Context: an optimization exercise on an open-source flow, tuned for small area, a short achievable clock period and few clock cycles per item. The choices shown serve that exercise and are no tape-out recipe.
Function was checked by simulation only, so behaviour that the tests miss may differ from the original.
The clock port is modelled as an ideal driver; clocking choices that lean on that would not hold on a real chip.

==> run D <==
## lse_add_pe
module lse_add_pe (
    input  logic        i_clk,
    input  logic        i_rst,
    input  logic        i_enable,
    input  logic [1:0]  i_pe_mode,
    input  logic [23:0] i_operand_a,
    input  logic [23:0] i_operand_b,
    output logic [23:0] o_result,
    output logic        o_valid_out
);
==> module lse_add_pe, before the edit <==
module lse_add_pe (
    input  logic        i_clk,
    input  logic        i_rst,
    input  logic        i_enable,
    input  logic [1:0]  i_pe_mode,
    input  logic [23:0] i_operand_a,
    input  logic [23:0] i_operand_b,
    output logic [23:0] o_result,
    output logic        o_valid_out
);
    localparam logic [23:0] NEG_INF_VAL = 24'h800000;
    logic        lse_d;
    logic [23:0] a_q, bx_q;
    logic        lse_q, v1_q;
    logic [23:0] xs_d, xs_q;
    logic [9:0]  frac_d, frac_q;
    logic [3:0]  h_lo_d, h_lo_q;
    logic        h_zero_d, h_zero_q, h_ones_d, h_ones_q;
    logic        lo_nz_d, lo_nz_q, ge_d, ge_q;
    logic        kill2_q, v2_q;
    logic [23:0] xs3_q;
    logic [10:0] f_d, f_q;
    logic [6:0]  corr_d, corr_q;
    logic        v3_q;
    logic [23:0] result_d;
    assign lse_d = (i_pe_mode == 2'b00);
    lse_diff u_diff (
        .i_operand_a(a_q), .i_operand_bx(bx_q), .i_lse(lse_q),
        .o_xs(xs_d), .o_frac(frac_d), .o_h_lo(h_lo_d), .o_h_zero(h_zero_d),
        .o_h_ones(h_ones_d), .o_lo_nz(lo_nz_d), .o_ge(ge_d)
    );
    lse_corr u_corr (
        .i_frac(frac_q), .i_h_lo(h_lo_q), .i_h_zero(h_zero_q),
        .i_h_ones(h_ones_q), .i_lo_nz(lo_nz_q), .i_ge(ge_q), .i_kill(kill2_q),
        .o_f(f_d), .o_corr(corr_d)
    );
    lse_sum u_sum (
        .i_xs(xs3_q), .i_f(f_q), .i_corr(corr_q),
        .o_result(result_d)
    );
    always_ff @(posedge i_clk) begin
        if (i_rst) begin
            v1_q        <= 1'b0;
            v2_q        <= 1'b0;
            v3_q        <= 1'b0;
            o_valid_out <= 1'b0;
        end else begin
            v1_q        <= i_enable;
            v2_q        <= v1_q;
            v3_q        <= v2_q;
            o_valid_out <= v3_q;
        end
        a_q      <= i_operand_a;
        bx_q     <= lse_d ? ~i_operand_b : i_operand_b;
        lse_q    <= lse_d;
        xs_q     <= xs_d;
        frac_q   <= frac_d;
        h_lo_q   <= h_lo_d;
        h_zero_q <= h_zero_d;
        h_ones_q <= h_ones_d;
        lo_nz_q  <= lo_nz_d;
        ge_q     <= ge_d;
        kill2_q  <= !lse_q || (a_q == NEG_INF_VAL) || (bx_q == ~NEG_INF_VAL);
        xs3_q    <= xs_q;
        f_q      <= f_d;
        corr_q   <= corr_d;
        o_result <= result_d;
    end
endmodule
export LEC_CHECK = 0
export ABC_AREA = 1
export CAP_MARGIN = 20
export CORE_MARGIN = 2
export CORE_UTILIZATION = 65
export CTS_BUF_LIST = sky130_fd_sc_hd__clkbuf_8
export SLEW_MARGIN = 20
create_clock -name core_clock -period 13.0 [get_ports {i_clk}]
standard.sh (not shown) runs the stock make flow with config.mk's settings and CLKGATE_MAP_FILE= SYNTH_SCRIPT=/design/flow/synth_recipe.tcl, a recipe that flattens the netlist after the stock synthesis.
==> flow/flow/run.sh <==
#!/bin/bash
# Layout flow: the standard flow (standard.sh) with its synthesis unchanged.
# Changes to the layout steps only:
#  - clock tree: flow/clock_tree.tcl builds a balanced two-level tree (port ->
#    2 clkbuf_16 -> 16 clkbuf_4 -> flip-flops) in place of TritonCTS's tree;
#  - timing repair aims for setup slack well past the clock period, so that the
#    achieved period (clock period less worst slack) shrinks;
#  - the port buffers are buf_1 cells (repair resizes the ones on critical paths).
# Each step's output goes to its own log here; ORFS keeps per-stage logs under orfs/logs/.
set -euo pipefail
here=$(pwd)
bash standard.sh synth > synth.log 2>&1
bash standard.sh SETUP_SLACK_MARGIN=9.6 \
  'BUFFER_PORTS_ARGS=-buffer_cell sky130_fd_sc_hd__buf_1' \
  "PRE_CTS_TCL=$here/flow/clock_tree.tcl" finish > layout.log 2>&1
==> flow/flow/clock_tree.tcl <==
# Clock tree built by hand before ORFS's CTS step (sourced as PRE_CTS_TCL).
#
# Two buffer levels: the clock port drives two sky130_fd_sc_hd__clkbuf_16 roots;
# each root drives eight clkbuf_4 leaves; each leaf drives the clock pins of one
# sixteenth of the flip-flops. The flip-flops are split by placement into sixteen
# clusters of equal size (bisection by x, then y, x, y); every buffer sits at
# the centre of what it drives. All flip-flops are two equal buffer levels away
# from the port, so the tree is balanced, and its insertion delay is smaller than
# that of TritonCTS's deeper tree. The nets are left out of TritonCTS, which would
# otherwise add further levels; detailed placement later legalizes the buffers.
set block [ord::get_db_block]
set clknet [$block findNet i_clk]
set rootm [[ord::get_db] findMaster sky130_fd_sc_hd__clkbuf_16]
set leafm [[ord::get_db] findMaster sky130_fd_sc_hd__clkbuf_4]

proc bisect {items idx} {
  set s [lsort -integer -index $idx $items]
  set h [expr {[llength $s] / 2}]
  return [list [lrange $s 0 [expr {$h - 1}]] [lrange $s $h end]]
}

proc centre {items} {
  set sx 0
  set sy 0
  foreach s $items {
    incr sx [lindex $s 1]
    incr sy [lindex $s 2]
  }
  return [list [expr {$sx / [llength $items]}] [expr {$sy / [llength $items]}]]
}

# a buffer named name at pos, driven by innet; returns the net it drives
proc add_buf {block master name innet pos} {
  set buf [odb::dbInst_create $block $master $name]
  set net [odb::dbNet_create $block "${name}_net"]
  $net setSigType CLOCK
  [$buf findITerm A] connect $innet
  [$buf findITerm X] connect $net
  $buf setLocation [lindex $pos 0] [lindex $pos 1]
  $buf setPlacementStatus PLACED
  return $net
}

set sinks {}
foreach it [$clknet getITerms] {
  lassign [[$it getInst] getLocation] x y
  lappend sinks [list $it $x $y]
}
puts "clock_tree.tcl: [llength $sinks] clock sinks"

set skip [list i_clk]
set r 0
foreach half [bisect $sinks 1] {
  set rnet [add_buf $block $rootm "clkbuf_root_$r" $clknet [centre $half]]
  lappend skip [$rnet getName]
  set l 0
  foreach q [bisect $half 2] {
    foreach e [bisect $q 1] {
      foreach g [bisect $e 2] {
        set lnet [add_buf $block $leafm "clkbuf_leaf_${r}_$l" $rnet [centre $g]]
        lappend skip [$lnet getName]
        foreach s $g {
          set it [lindex $s 0]
          $it disconnect
          $it connect $lnet
        }
        puts "clock_tree.tcl: clkbuf_leaf_${r}_$l drives [llength $g] sinks"
        incr l
      }
    }
  }
  incr r
}

set_cts_config -skip_nets $skip
==> run K (differences from run D) <==
--- a/flow/flow/run.sh
+++ b/flow/flow/run.sh
@@ -3,5 +3,5 @@
 # Changes to the layout steps only:
 #  - clock tree: flow/clock_tree.tcl builds a balanced two-level tree (port ->
-#    2 clkbuf_16 -> 16 clkbuf_4 -> flip-flops) in place of TritonCTS's tree;
+#    2 clkbuf_16 -> 8 clkbuf_16 -> flip-flops) in place of TritonCTS's tree;
 #  - timing repair aims for setup slack well past the clock period, so that the
 #    achieved period (clock period less worst slack) shrinks;
@@ -11,5 +11,5 @@
 here=$(pwd)
 bash standard.sh synth > synth.log 2>&1
-bash standard.sh SETUP_SLACK_MARGIN=9.6 \
+bash standard.sh SETUP_SLACK_MARGIN=9.75 \
   'BUFFER_PORTS_ARGS=-buffer_cell sky130_fd_sc_hd__buf_1' \
   "PRE_CTS_TCL=$here/flow/clock_tree.tcl" finish > layout.log 2>&1
--- a/flow/flow/clock_tree.tcl
+++ b/flow/flow/clock_tree.tcl
@@ -2,7 +2,7 @@
 #
 # Two buffer levels: the clock port drives two sky130_fd_sc_hd__clkbuf_16 roots;
-# each root drives eight clkbuf_4 leaves; each leaf drives the clock pins of one
-# sixteenth of the flip-flops. The flip-flops are split by placement into sixteen
-# clusters of equal size (bisection by x, then y, x, y); every buffer sits at
+# each root drives four clkbuf_16 leaves; each leaf drives the clock pins of one
+# eighth of the flip-flops. The flip-flops are split by placement into eight
+# clusters of equal size (bisection by x, then y, then x); every buffer sits at
 # the centre of what it drives. All flip-flops are two equal buffer levels away
 # from the port, so the tree is balanced, and its insertion delay is smaller than
@@ -11,6 +11,5 @@
 set block [ord::get_db_block]
 set clknet [$block findNet i_clk]
-set rootm [[ord::get_db] findMaster sky130_fd_sc_hd__clkbuf_16]
-set leafm [[ord::get_db] findMaster sky130_fd_sc_hd__clkbuf_4]
+set bufm [[ord::get_db] findMaster sky130_fd_sc_hd__clkbuf_16]
 
 proc bisect {items idx} {
@@ -52,20 +51,18 @@
 set r 0
 foreach half [bisect $sinks 1] {
-  set rnet [add_buf $block $rootm "clkbuf_root_$r" $clknet [centre $half]]
+  set rnet [add_buf $block $bufm "clkbuf_root_$r" $clknet [centre $half]]
   lappend skip [$rnet getName]
   set l 0
   foreach q [bisect $half 2] {
-    foreach e [bisect $q 1] {
-      foreach g [bisect $e 2] {
-        set lnet [add_buf $block $leafm "clkbuf_leaf_${r}_$l" $rnet [centre $g]]
-        lappend skip [$lnet getName]
-        foreach s $g {
-          set it [lindex $s 0]
-          $it disconnect
-          $it connect $lnet
-        }
-        puts "clock_tree.tcl: clkbuf_leaf_${r}_$l drives [llength $g] sinks"
-        incr l
+    foreach g [bisect $q 1] {
+      set lnet [add_buf $block $bufm "clkbuf_leaf_${r}_$l" $rnet [centre $g]]
+      lappend skip [$lnet getName]
+      foreach s $g {
+        set it [lindex $s 0]
+        $it disconnect
+        $it connect $lnet
       }
+      puts "clock_tree.tcl: clkbuf_leaf_${r}_$l drives [llength $g] sinks"
+      incr l
     }
   }
==> run F (differences from run D) <==
--- a/flow/design.v
+++ b/flow/design.v
@@ -149,5 +149,5 @@
     logic        lse_d;
     logic [23:0] a_q, bx_q;
-    logic        lse_q, v1_q;
+    logic        lse_q, kill1_q, v1_q;
     logic [23:0] xs_d, xs_q;
     logic [9:0]  frac_d, frac_q;
@@ -191,4 +191,5 @@
         bx_q     <= lse_d ? ~i_operand_b : i_operand_b;
         lse_q    <= lse_d;
+        kill1_q  <= !lse_d || (i_operand_a == NEG_INF_VAL) || (i_operand_b == NEG_INF_VAL);
         xs_q     <= xs_d;
         frac_q   <= frac_d;
@@ -198,5 +199,5 @@
         lo_nz_q  <= lo_nz_d;
         ge_q     <= ge_d;
-        kill2_q  <= !lse_q || (a_q == NEG_INF_VAL) || (bx_q == ~NEG_INF_VAL);
+        kill2_q  <= kill1_q;
         xs3_q    <= xs_q;
         f_q      <= f_d;
==> flow/flow/run.sh (replaced) <==
#!/bin/bash
# Layout flow: the standard flow (standard.sh) with its synthesis unchanged.
# Changes to the layout steps only:
#  - timing repair aims for setup slack well past the clock period, so that the
#    achieved period (clock period less worst slack) shrinks;
#  - the port buffers are buf_1 cells (repair resizes the ones on critical paths).
# Each step's output goes to its own log here; ORFS keeps per-stage logs under orfs/logs/.
set -euo pipefail
bash standard.sh synth > synth.log 2>&1
bash standard.sh SETUP_SLACK_MARGIN=9.5 \
  'BUFFER_PORTS_ARGS=-buffer_cell sky130_fd_sc_hd__buf_1' finish > layout.log 2>&1
removed: flow/flow/clock_tree.tcl
==> summary of the runs <==
- Setup slack, highest first: run K, run D, run F.
- Against run F, the final cell count of run K is higher by about 1.4%.
- Of run F and run D, run D has the higher area after synthesis (gap 0.67%, measured against run D).
- Worst hold slack, lowest first: run D, run K, run F.
- The lowest routed wire length belongs to run F, the highest to run K.
- In sequential cell count, run K and run D do not differ.
==> figures <==
metric                                                                  run D           run F           run K
Post-synthesis xor/xnor area fraction                                 0.06561         0.06905         0.06561
Reg-to-reg endpoint                                                  xs_q[12]         xs_q[9]        xs_q[12]
Wire length of the first global-routing pass                         28.06 mm        26.50 mm        28.91 mm
Via count of the first global-routing pass                              6,127           5,799           6,134
Clock-pin transition on the worst setup and hold timing paths         0.10 ns         0.09 ns         0.07 ns
Status                                                         finished clean  finished clean  finished clean
Post-synth design cell area                                     0.008009 mm^2   0.007955 mm^2   0.008009 mm^2
Number of unique standard cell types used by synthesis                     50              52              50
Share of Yosys cell area claimed by the top area cell type             0.4049          0.4102          0.4049
Number of cells on the worst reg-to-reg path                               13              15              13
Met2 Usage GRT                                                         0.4467          0.4110          0.4671
WL met3                                                              1.159 mm          802 um        1.163 mm
Worst Hold Margin                                                   0.3238 ns       0.3308 ns       0.3286 ns
Post-synthesis net count                                                1,105           1,073           1,105
Testbench counts of run D, summed over its fixed seeds: cycles 8,032, items 8,000.
Testbench counts of run K, summed over its fixed seeds: cycles 8,032, items 8,000.
Testbench counts of run F, summed over its fixed seeds: cycles 8,032, items 8,000.

what the ideal ports hide:
In the flow no input, the clock included, has a driving cell. The finished layouts below were timed again as built, in two steps.
Step 1: set_driving_cell puts a clkbuf_16 on i_clk and a buf_2 on each other input, an assumption about the parent block.
Step 2 times the ports against the registers' clock, not the clock port: input delays grow and output delays shrink by t, the midpoint of the rising clock arrivals with the driver on.
a / b / c = ideal / step 1 / step 2; a / b = the first two.
run | shift t [ns] | slack for setup (ns) | hold slack, ns | clock arrival spread, ns
run D | 0.382 | 9.642 / 9.584 / 9.670 | 0.324 / 0.324 / 0.324 | 0.039 / 0.039
run K | 0.363 | 9.665 / 9.607 / 9.700 | 0.329 / 0.329 / 0.329 | 0.021 / 0.021
run F | 0.485 | 9.511 / 9.477 / 9.412 | 0.331 / 0.331 / 0.331 | 0.012 / 0.012
After both steps every run listed still meets setup and hold. For run F, which loses most, drivers alone change the setup slack by -0.034 ns; drivers and shift together by -0.099 ns.
